Context: an optimization exercise on an open-source flow, tuned for small area. The choices shown serve that exercise and are no tape-out recipe. Function was checked by simulation only, so behaviour that the tests miss may differ from the original.

// fft16_top
module fft16_top(
    input clk,
    input rst,
    input [15:0] data_in,
    input [3:0] write_addr,
    input we,
    input [3:0] read_addr,
    input re,
    output [15:0] data_r,
    output [15:0] data_i
    );
Settings: LEC_CHECK=0, CAP_MARGIN=20, CORE_MARGIN=2, CORE_UTILIZATION=60, CTS_BUF_LIST=sky130_fd_sc_hd__clkbuf_4 sky130_fd_sc_hd__clkbuf_8, SLEW_MARGIN=20; clock period 10.0 ns.
run.sh (not shown) runs the stock make flow with config.mk's settings and CLKGATE_MAP_FILE= SYNTH_SCRIPT=/design/flow/synth_recipe.tcl, a recipe that flattens the netlist after the stock synthesis.
The first run completed with no timing, DRC or antenna violations.
Edit:
CAP_MARGIN = 5   (was 20)
CORE_UTILIZATION = 40   (was 60)
CTS_BUF_LIST = unset   (was sky130_fd_sc_hd__clkbuf_4 sky130_fd_sc_hd__clkbuf_8)
SLEW_MARGIN = 5   (was 20)
After rerunning: The changed run finished with timing, DRC and antenna clean. Synthesized cell count stays the same. Setup slack gains 0.081 ns. Design area increases by 0.88%. Global-route usage is lower by 10 points. Count of clock-buffer cells in the layout goes down by 22. Area after synthesis is unchanged.
Edit:
==> flow/flow/run.sh (new file) <==
#!/bin/bash
set -euo pipefail
here="$(pwd)"
rm -rf "$here/orfs_scripts"
cp -r "$FLOW_HOME/scripts" "$here/orfs_scripts"
cp "$here/flow/abc.script" "$here/orfs_scripts/abc_speed.script"
export SCRIPTS_DIR="$here/orfs_scripts"
bash standard.sh > "$here/standard.log" 2>&1
==> flow/flow/abc.script (new file) <==
strash
dc2
dch -f
amap
topo
stime -c
buffer -c
upsize -c
dnsize -c
==> flow/standard.sh (new file) <==
#!/bin/bash
# synth_recipe.tcl (not shown) runs the flow's synth.tcl, then flattens the netlist and writes it again
# the make line also repeats each setting of config.mk as NAME=value (left out here)
make -C /OpenROAD-flow-scripts/flow DESIGN_CONFIG=/design/flow/config.mk WORK_HOME=/design/flow/orfs CLKGATE_MAP_FILE= SYNTH_SCRIPT=/design/flow/synth_recipe.tcl "${@:-finish}"
CAP_MARGIN = 20   (was 5)
CTS_CLUSTER_DIAMETER = 80   (was unset)
CTS_CLUSTER_SIZE = 30   (was unset)
SLEW_MARGIN = 20   (was 5)
removed: flow/run.sh
This time the run completed and failed the layout checks on negative setup slack.
Cell count came out higher by 5.8%.
Design area came out higher by 4.2%.
Die area came out lower by about 11%.
Core utilization came out higher by 7.5 points.
Setup slack is worse by 0.58 ns.
Register-to-register slack is worse by 0.88 ns.
Critical path depth came out higher by 20.
Clock-buffer cell count came out lower by 21.
Edit:
==> flow/run.sh (new file) <==
#!/bin/bash
# synth_recipe.tcl (not shown) runs the flow's synth.tcl, then flattens the netlist and writes it again
# the make line also repeats each setting of config.mk as NAME=value (left out here)
make -C /OpenROAD-flow-scripts/flow DESIGN_CONFIG=/design/flow/config.mk WORK_HOME=/design/flow/orfs CLKGATE_MAP_FILE= SYNTH_SCRIPT=/design/flow/synth_recipe.tcl finish
CTS_CLUSTER_DIAMETER = unset   (was 80)
CTS_CLUSTER_SIZE = unset   (was 30)
GPL_ROUTABILITY_DRIVEN = 0   (was unset)
GPL_TIMING_DRIVEN = 0   (was unset)
removed: flow/flow/run.sh
removed: flow/flow/abc.script
removed: flow/standard.sh
After rerunning:
- The new run ran to the end with violations: negative setup slack
- wire length increases by 19%
- first-iteration DRC count increases by about 54%
- core utilization decreases by 6.4 points
- synthesized cell count increases by 4.5%
- setup slack is better by 0.18 ns
- final area decreases by 1.8%

---

## job 101
fft16_top, a different RTL version from the one above (not shown whole).
For scale: roughly 4200 cells after synthesis, roughly 60 I/O pins.
clock: 10.0 ns
lec_check: 0
cap_margin: 20
core_margin: 2
core_utilization: 40
slew_margin: 20
standard.sh (not shown) runs the stock make flow with config.mk's settings and CLKGATE_MAP_FILE= SYNTH_SCRIPT=/design/flow/synth_recipe.tcl, a recipe that flattens the netlist after the stock synthesis.
==> flow/flow/run.sh <==
#!/bin/bash
set -euo pipefail
here="$(pwd)"
rm -rf "$here/orfs_scripts"
cp -r "$FLOW_HOME/scripts" "$here/orfs_scripts"
cp "$here/flow/abc.script" "$here/orfs_scripts/abc_speed.script"
export SCRIPTS_DIR="$here/orfs_scripts"
bash standard.sh > "$here/standard.log" 2>&1
==> flow/flow/abc.script <==
strash
dc2
dch -f
amap
topo
stime -c
buffer -c
upsize -c
dnsize -c
Setup changes, job 101 to job 102
==> flow/run.sh (new file) <==
#!/bin/bash
# synth_recipe.tcl (not shown) runs the flow's synth.tcl, then flattens the netlist and writes it again
# the make line also repeats each setting of config.mk as NAME=value (left out here)
make -C /OpenROAD-flow-scripts/flow DESIGN_CONFIG=/design/flow/config.mk WORK_HOME=/design/flow/orfs CLKGATE_MAP_FILE= SYNTH_SCRIPT=/design/flow/synth_recipe.tcl finish
removed: flow/flow/run.sh
removed: flow/flow/abc.script
removed: flow/standard.sh
Results
No run among job 101 and job 102 stopped early or left any final violation; all are clean.
Diff job 101 -> job 102: number of nets in the synthesized netlist rose by 91, hold slack now sits higher, multi-input logic cell count higher.
Job 102 against job 101: number of cell instances on the worst register-to-register path went down by 8, met1 routed wirelength after detailed routing saw an increase.
Placed cell count grows slightly when moving from job 101 to job 102.
From job 101 to job 102 the numbers moved as follows: wire length of the first global-routing pass increased about 9%, final worst-path setup slack fell by 210 ps.

---

The RTL this note starts from:
==> flow/design.v <==
`timescale 1ns / 1ps
module fft16_top(
    input clk,
    input rst,
    input [15:0] data_in,
    input [3:0] write_addr,
    input we,
    input [3:0] read_addr,
    input re,
    output [15:0] data_r,
    output [15:0] data_i
    );
    function [15:0] tr17; input [16:0] s; tr17 = {s[16], s[14:0]}; endfunction
    function [15:0] tr18; input [17:0] s; tr18 = {s[17], s[14:0]}; endfunction
    function [15:0] addsub;
        input [15:0] a, b; input sub;
        reg [16:0] s;
        begin
            s = {a[15], a} + ({b[15], b} ^ {17{sub}}) + {16'd0, sub};
            addsub = tr17(s);
        end
    endfunction
    function [15:0] add3;
        input [15:0] a, o1, o2; input c0, c1;
        reg [17:0] s;
        begin
            s = {{2{a[15]}}, a} + {{2{o1[15]}}, o1} + {{2{o2[15]}}, o2} + {17'd0, c0} + {17'd0, c1};
            add3 = tr18(s);
        end
    endfunction
    reg [16:0] S [0:7];
    reg [16:1] Dh [0:7];
    wire [16:0] D [0:7];
    genvar g;
    wire [2:0] wp = write_addr[2:0];
    wire whi = write_addr[3];
    reg [16:0] s_old, d_old;
    integer q;
    always @* begin
        s_old = S[0]; d_old = D[0];
        for (q = 1; q < 8; q = q + 1)
            if (wp == q) begin s_old = S[q]; d_old = D[q]; end
    end
    wire [17:0] osum = {s_old[16], s_old} + ({d_old[16], d_old} ^ {18{~whi}}) + {17'd0, ~whi};
    wire [15:0] o = osum[16:1];
    wire [16:0] s_new = {data_in[15], data_in} + {o[15], o};
    wire [15:0] dpos = whi ? o : data_in, dneg = whi ? data_in : o;
    wire [16:0] d_new = {dpos[15], dpos} + ~{dneg[15], dneg} + 17'd1;
    generate for (g = 0; g < 8; g = g + 1) begin : smem
        always @(posedge clk)
            if (we && wp == g) begin S[g] <= s_new; Dh[g] <= d_new[16:1]; end
        assign D[g] = {Dh[g], S[g][0]};
    end endgenerate
    wire k0 = read_addr[0], k1 = read_addr[1], k2 = read_addr[2];
    wire [15:0] AS [0:7];
    wire [15:0] AD [0:7];
    generate for (g = 0; g < 8; g = g + 1) begin : st1
        assign AS[g] = tr17(S[g]);
        assign AD[g] = tr17(D[g]);
    end endgenerate
    wire [15:0] Cr [0:1];
    wire [15:0] Ci [0:1];
    generate for (g = 0; g < 2; g = g + 1) begin : st3
        wire [15:0] a0 = AD[g], a4 = AD[g+4], a2 = AD[g+2], a6 = AD[g+6];
        wire [15:0] e0 = AS[g], e4 = AS[g+4], e2 = AS[g+2], e6 = AS[g+6];
        wire min6 = (a6 == 16'h8000) & k0 & ~k1;
        wire min4 = (a4 == 16'h8000) & k0 & ~k1;
        wire [17:0] x3 = {a2[15], a2, 1'b0} + {{2{a2[15]}}, a2};
        wire [17:0] y3 = {a6[15], a6, 1'b0} + {{2{a6[15]}}, a6};
        wire [22:0] xs, xc, ys, yc, xsum, ysum;
        assign xs = k0 ? {{1{x3[17]}}, x3, 4'b0001} : {e2[15], e2, 6'b111111};
        assign xc = k0 ? ~{{5{x3[17]}}, x3} : {{e6[15], e6} ^ {17{k1}}, 5'b0, k1};
        assign ys = k0 ? {{1{y3[17]}}, y3, 4'b0001} : {e0[15], e0, 6'b111111};
        assign yc = k0 ? ~{{5{y3[17]}}, y3} : {{e4[15], e4} ^ {17{k1}}, 5'b0, k1};
        assign xsum = xs + xc;
        assign ysum = ys + yc;
        wire [15:0] xo = {k0 ? xsum[21] : xsum[22], xsum[20:6]};
        wire [15:0] yo = {k0 ? ysum[21] : ysum[22], ysum[20:6]} & {16{~min6}};
        wire nb = |a2[5:0], n6 = |a6[5:0] & ~min6;
        reg [15:0] pr, o1, o2, pi, o3, o4;
        reg c1, c2, c3, c4;
        always @* begin
            if (!k0) begin
                pr = yo;
                o1 = k1 ? 16'd0 : (xo ^ {16{k2}}); c1 = ~k1 & k2;
                o2 = 16'd0; c2 = 1'b0;
                pi = 16'd0;
                o3 = 16'd0; c3 = 1'b0;
                o4 = k1 ? (xo ^ {16{~k2}}) : 16'd0; c4 = k1 & ~k2;
            end else begin
                pr = a0;
                o1 = xo ^ {16{k1 ^ k2}};  c1 = k1 ? (k2 ? nb : ~nb) : k2;
                o2 = yo ^ {16{~(k1 ^ k2)}}; c2 = k1 ? (k2 ? ~n6 : n6) : ~k2;
                pi = k1 ? a4 : (min4 ? 16'd0 : ~a4);
                o3 = yo ^ {16{~k2}};  c3 = k2 ? n6 : ~n6;
                o4 = xo ^ {16{~k2}};  c4 = k2 ? nb : ~nb;
            end
        end
        wire ci_extra = k0 & ~k1 & ~min4;
        assign Cr[g] = add3(pr, o1, o2, c1, c2);
        wire [17:0] si = {{2{pi[15]}}, pi} + {{2{o3[15]}}, o3} + {{2{o4[15]}}, o4}
                       + {17'd0, c3} + {17'd0, c4} + {17'd0, ci_extra};
        assign Ci[g] = tr18(si);
    end endgenerate
    reg [15:0] ar4, ai4, br4, bi4;
    reg [3:0]  k4;
    always @(posedge clk)
        if (re) begin
            ar4 <= Cr[0]; ai4 <= Ci[0]; br4 <= Cr[1]; bi4 <= Ci[1];
            k4 <= read_addr;
        end
    wire odd4 = k4[0];
    wire [24:0] uar_s, uar_c, ubr_s, ubr_c, uai_s, uai_c, ubi_s, ubi_c;
    prodA pa_r(br4, odd4, uar_s, uar_c);
    prodA pa_i(bi4, odd4, uai_s, uai_c);
    prodB pb_r(br4, ubr_s, ubr_c);
    prodB pb_i(bi4, ubi_s, ubi_c);
    wire [24:0] uar = uar_s + uar_c, uai = uai_s + uai_c;
    wire [24:0] ubr = ubr_s + ubr_c, ubi = ubi_s + ubi_c;
    wire [15:0] har = uar[23:8], hai = uai[23:8], hbr = ubr[23:8], hbi = ubi[23:8];
    wire n6r = |br4[5:0], n7r = |br4[6:0], n6i = |bi4[5:0], n7i = |bi4[6:0];
    function [16:0] hsel;    
        input [1:0] cls; input [15:0] v, ha, hb; input n6, n7;
        case (cls)
        2'd1: hsel = {1'b0, v};
        2'd2: hsel = {n6, ha};
        2'd3: hsel = {n7, hb};
        default: hsel = 17'd0;
        endcase
    endfunction
    reg [1:0] cr, ci;    
    reg swr, swi;        
    always @* begin
        case (k4[2:0])
        3'd0: begin cr = 1; ci = 0; swr = 0; swi = 0; end
        3'd1: begin cr = 2; ci = 3; swr = 0; swi = 1; end
        3'd2: begin cr = 2; ci = 2; swr = 0; swi = 1; end
        3'd3: begin cr = 3; ci = 2; swr = 0; swi = 1; end
        3'd4: begin cr = 0; ci = 1; swr = 0; swi = 1; end
        3'd5: begin cr = 3; ci = 2; swr = 1; swi = 1; end
        3'd6: begin cr = 2; ci = 2; swr = 1; swi = 1; end
        default: begin cr = 2; ci = 3; swr = 1; swi = 1; end
        endcase
    end
    wire q4 = k4[3];
    wire [16:0] t1 = hsel(cr, br4, har, hbr, n6r, n7r);   
    wire [16:0] t2 = hsel(ci, bi4, hai, hbi, n6i, n7i);   
    wire [16:0] t3 = hsel(cr, bi4, hai, hbi, n6i, n7i);   
    wire [16:0] t4 = hsel(ci, br4, har, hbr, n6r, n7r);   
    wire s1 = swr ^ q4, s2 = swi ^ ~q4, s3 = swr ^ q4, s4 = swi ^ q4;
    wire [15:0] o1 = t1[15:0] ^ {16{s1}}, o2 = t2[15:0] ^ {16{s2}};
    wire [15:0] o3 = t3[15:0] ^ {16{s3}}, o4 = t4[15:0] ^ {16{s4}};
    wire c1 = s1 ^ (swr & t1[16]), c2 = s2 ^ (swi & t2[16]);
    wire c3 = s3 ^ (swr & t3[16]), c4 = s4 ^ (swi & t4[16]);
    assign data_r = add3(ar4, o1, o2, c1, c2);
    assign data_i = add3(ai4, o3, o4, c3, c4);
endmodule
module csa32 #(parameter W = 25) (input [W-1:0] x, y, z, output [W-1:0] s, c);
    assign s = x ^ y ^ z;
    assign c = {(x[W-2:0] & y[W-2:0]) | (z[W-2:0] & (x[W-2:0] | y[W-2:0])), 1'b0};
endmodule
module prodA (input [15:0] v, input odd, output [24:0] s, output [24:0] c);
    wire [24:0] e = {{9{v[15]}}, v};
    wire [24:0] ne = ~e;
    wire [24:0] r1 = {e[16:0], odd ? 8'd20 : 8'd80};
    wire [24:0] r3 = odd ? (ne << 2) : (e << 2);
    wire [24:0] r4 = odd ? 25'd0 : (ne << 6);
    wire [24:0] s1, c1;
    csa32 #(25) l1 (r1, ne << 4, r3, s1, c1);
    csa32 #(25) l2 (s1, c1, r4, s, c);
endmodule
module prodB (input [15:0] v, output [24:0] s, output [24:0] c);
    wire [24:0] e = {{9{v[15]}}, v};
    wire [24:0] ne = ~e;
    csa32 #(25) l1 ({e[17:0], 7'd32}, ne << 5, e << 1, s, c);
endmodule
export LEC_CHECK = 0
export CAP_MARGIN = 20
export CORE_MARGIN = 2
export CORE_UTILIZATION = 40
export CTS_CLUSTER_DIAMETER = 80
export CTS_CLUSTER_SIZE = 30
export SLEW_MARGIN = 20
create_clock -name core_clock -period 10.0 [get_ports {clk}]
==> flow/flow/run.sh <==
#!/bin/bash
set -euo pipefail
here="$(pwd)"
rm -rf "$here/orfs_scripts"
cp -r "$FLOW_HOME/scripts" "$here/orfs_scripts"
cp "$here/flow/abc.script" "$here/orfs_scripts/abc_speed.script"
export SCRIPTS_DIR="$here/orfs_scripts"
bash standard.sh > "$here/standard.log" 2>&1
==> flow/flow/abc.script <==
strash
dch
map -a
topo
stime -c
buffer -c
upsize -c
dnsize -c
==> next run, changes <==
==> flow/flow/abc.script (replaced) <==
strash
dc2
dc2
dch -f
amap
topo
stime -c
buffer -c
upsize -c
dnsize -c
Clock-buffer cell count went up by 1.
Sequential share of layout area increases by 0.36 points.
Worst hold slack improves by 0.096 ns.
Flip-flop and latch count does not change.
==> next run, changes <==
==> flow/flow/abc.script (replaced) <==
strash
dc2
dch -f
amap
topo
stime -c
buffer -c
upsize -c
dnsize -c
Settings changed: CTS_CLUSTER_DIAMETER 80 to default, CTS_CLUSTER_SIZE 30 to default.
What happened:
- synthesized area is about the same
- cell area barely changes
- register-to-register slack degrades by 0.28 ns
==> next run, changes <==
Settings changed: CTS_CLUSTER_DIAMETER from default to 80, CTS_CLUSTER_SIZE from default to 30.
Effect: Wire length came out lower by 0.39%. Synthesized cell count is unchanged. Die area is unchanged. Worst hold slack gains 0.018 ns. Synthesized area does not change. Global-route usage goes down by 0.16 points. Utilization fell by 0.26 points. Critical path depth fell by 4.

## re-timing with driven ports
How much do the figures lean on ideal ports? The routed layouts below were timed once more, with nothing changed but the port constraints.
Step 1 (the two cells are an assumption about what drives the block):
set clk [get_ports {clk}]
set_driving_cell -lib_cell sky130_fd_sc_hd__clkbuf_16 $clk
set_driving_cell -lib_cell sky130_fd_sc_hd__buf_2 [delete_from_list [all_inputs] $clk]
Step 2 adds t to the input delays and takes it off the output delays; t is the mean of the earliest and latest rising clock arrival at the registers after step 1. Input paths then give back, and output paths get back, about the clock's delay inside the block.
Slacks: ideal / step 1 / step 2; pairs: ideal / step 1.
run	t (ns)	slack for setup (ns)	worst setup path at the end
the first run of note 1	0.697	0.260 / 0.200 / -0.147	input to register
the second run of note 1	0.641	0.341 / 0.276 / -0.137	input to register
the third run of note 1	0.643	-0.241 / -0.423 / -1.065	input to register
the fourth run of note 1	0.633	-0.066 / -0.130 / -0.513	input to register
job 101	0.636	0.303 / 0.235 / 0.100	input to register
job 102	0.655	0.094 / 0.029 / 0.683	register to output
the first run of note 3	0.663	0.553 / 0.484 / 0.859	input to register
the second run of note 3	0.671	0.095 / 0.026 / 0.372	input to register
the third run of note 3	0.627	0.326 / 0.263 / 0.294	input to register
the fourth run of note 3	0.648	0.254 / 0.191 / 0.398	input to register
Met with ideal ports but missed after step 2: setup timing in the first run of note 1 and the second run of note 1. For the third run of note 1, which loses most, drivers alone change the setup slack by -0.182 ns; drivers and shift together by -0.824 ns.
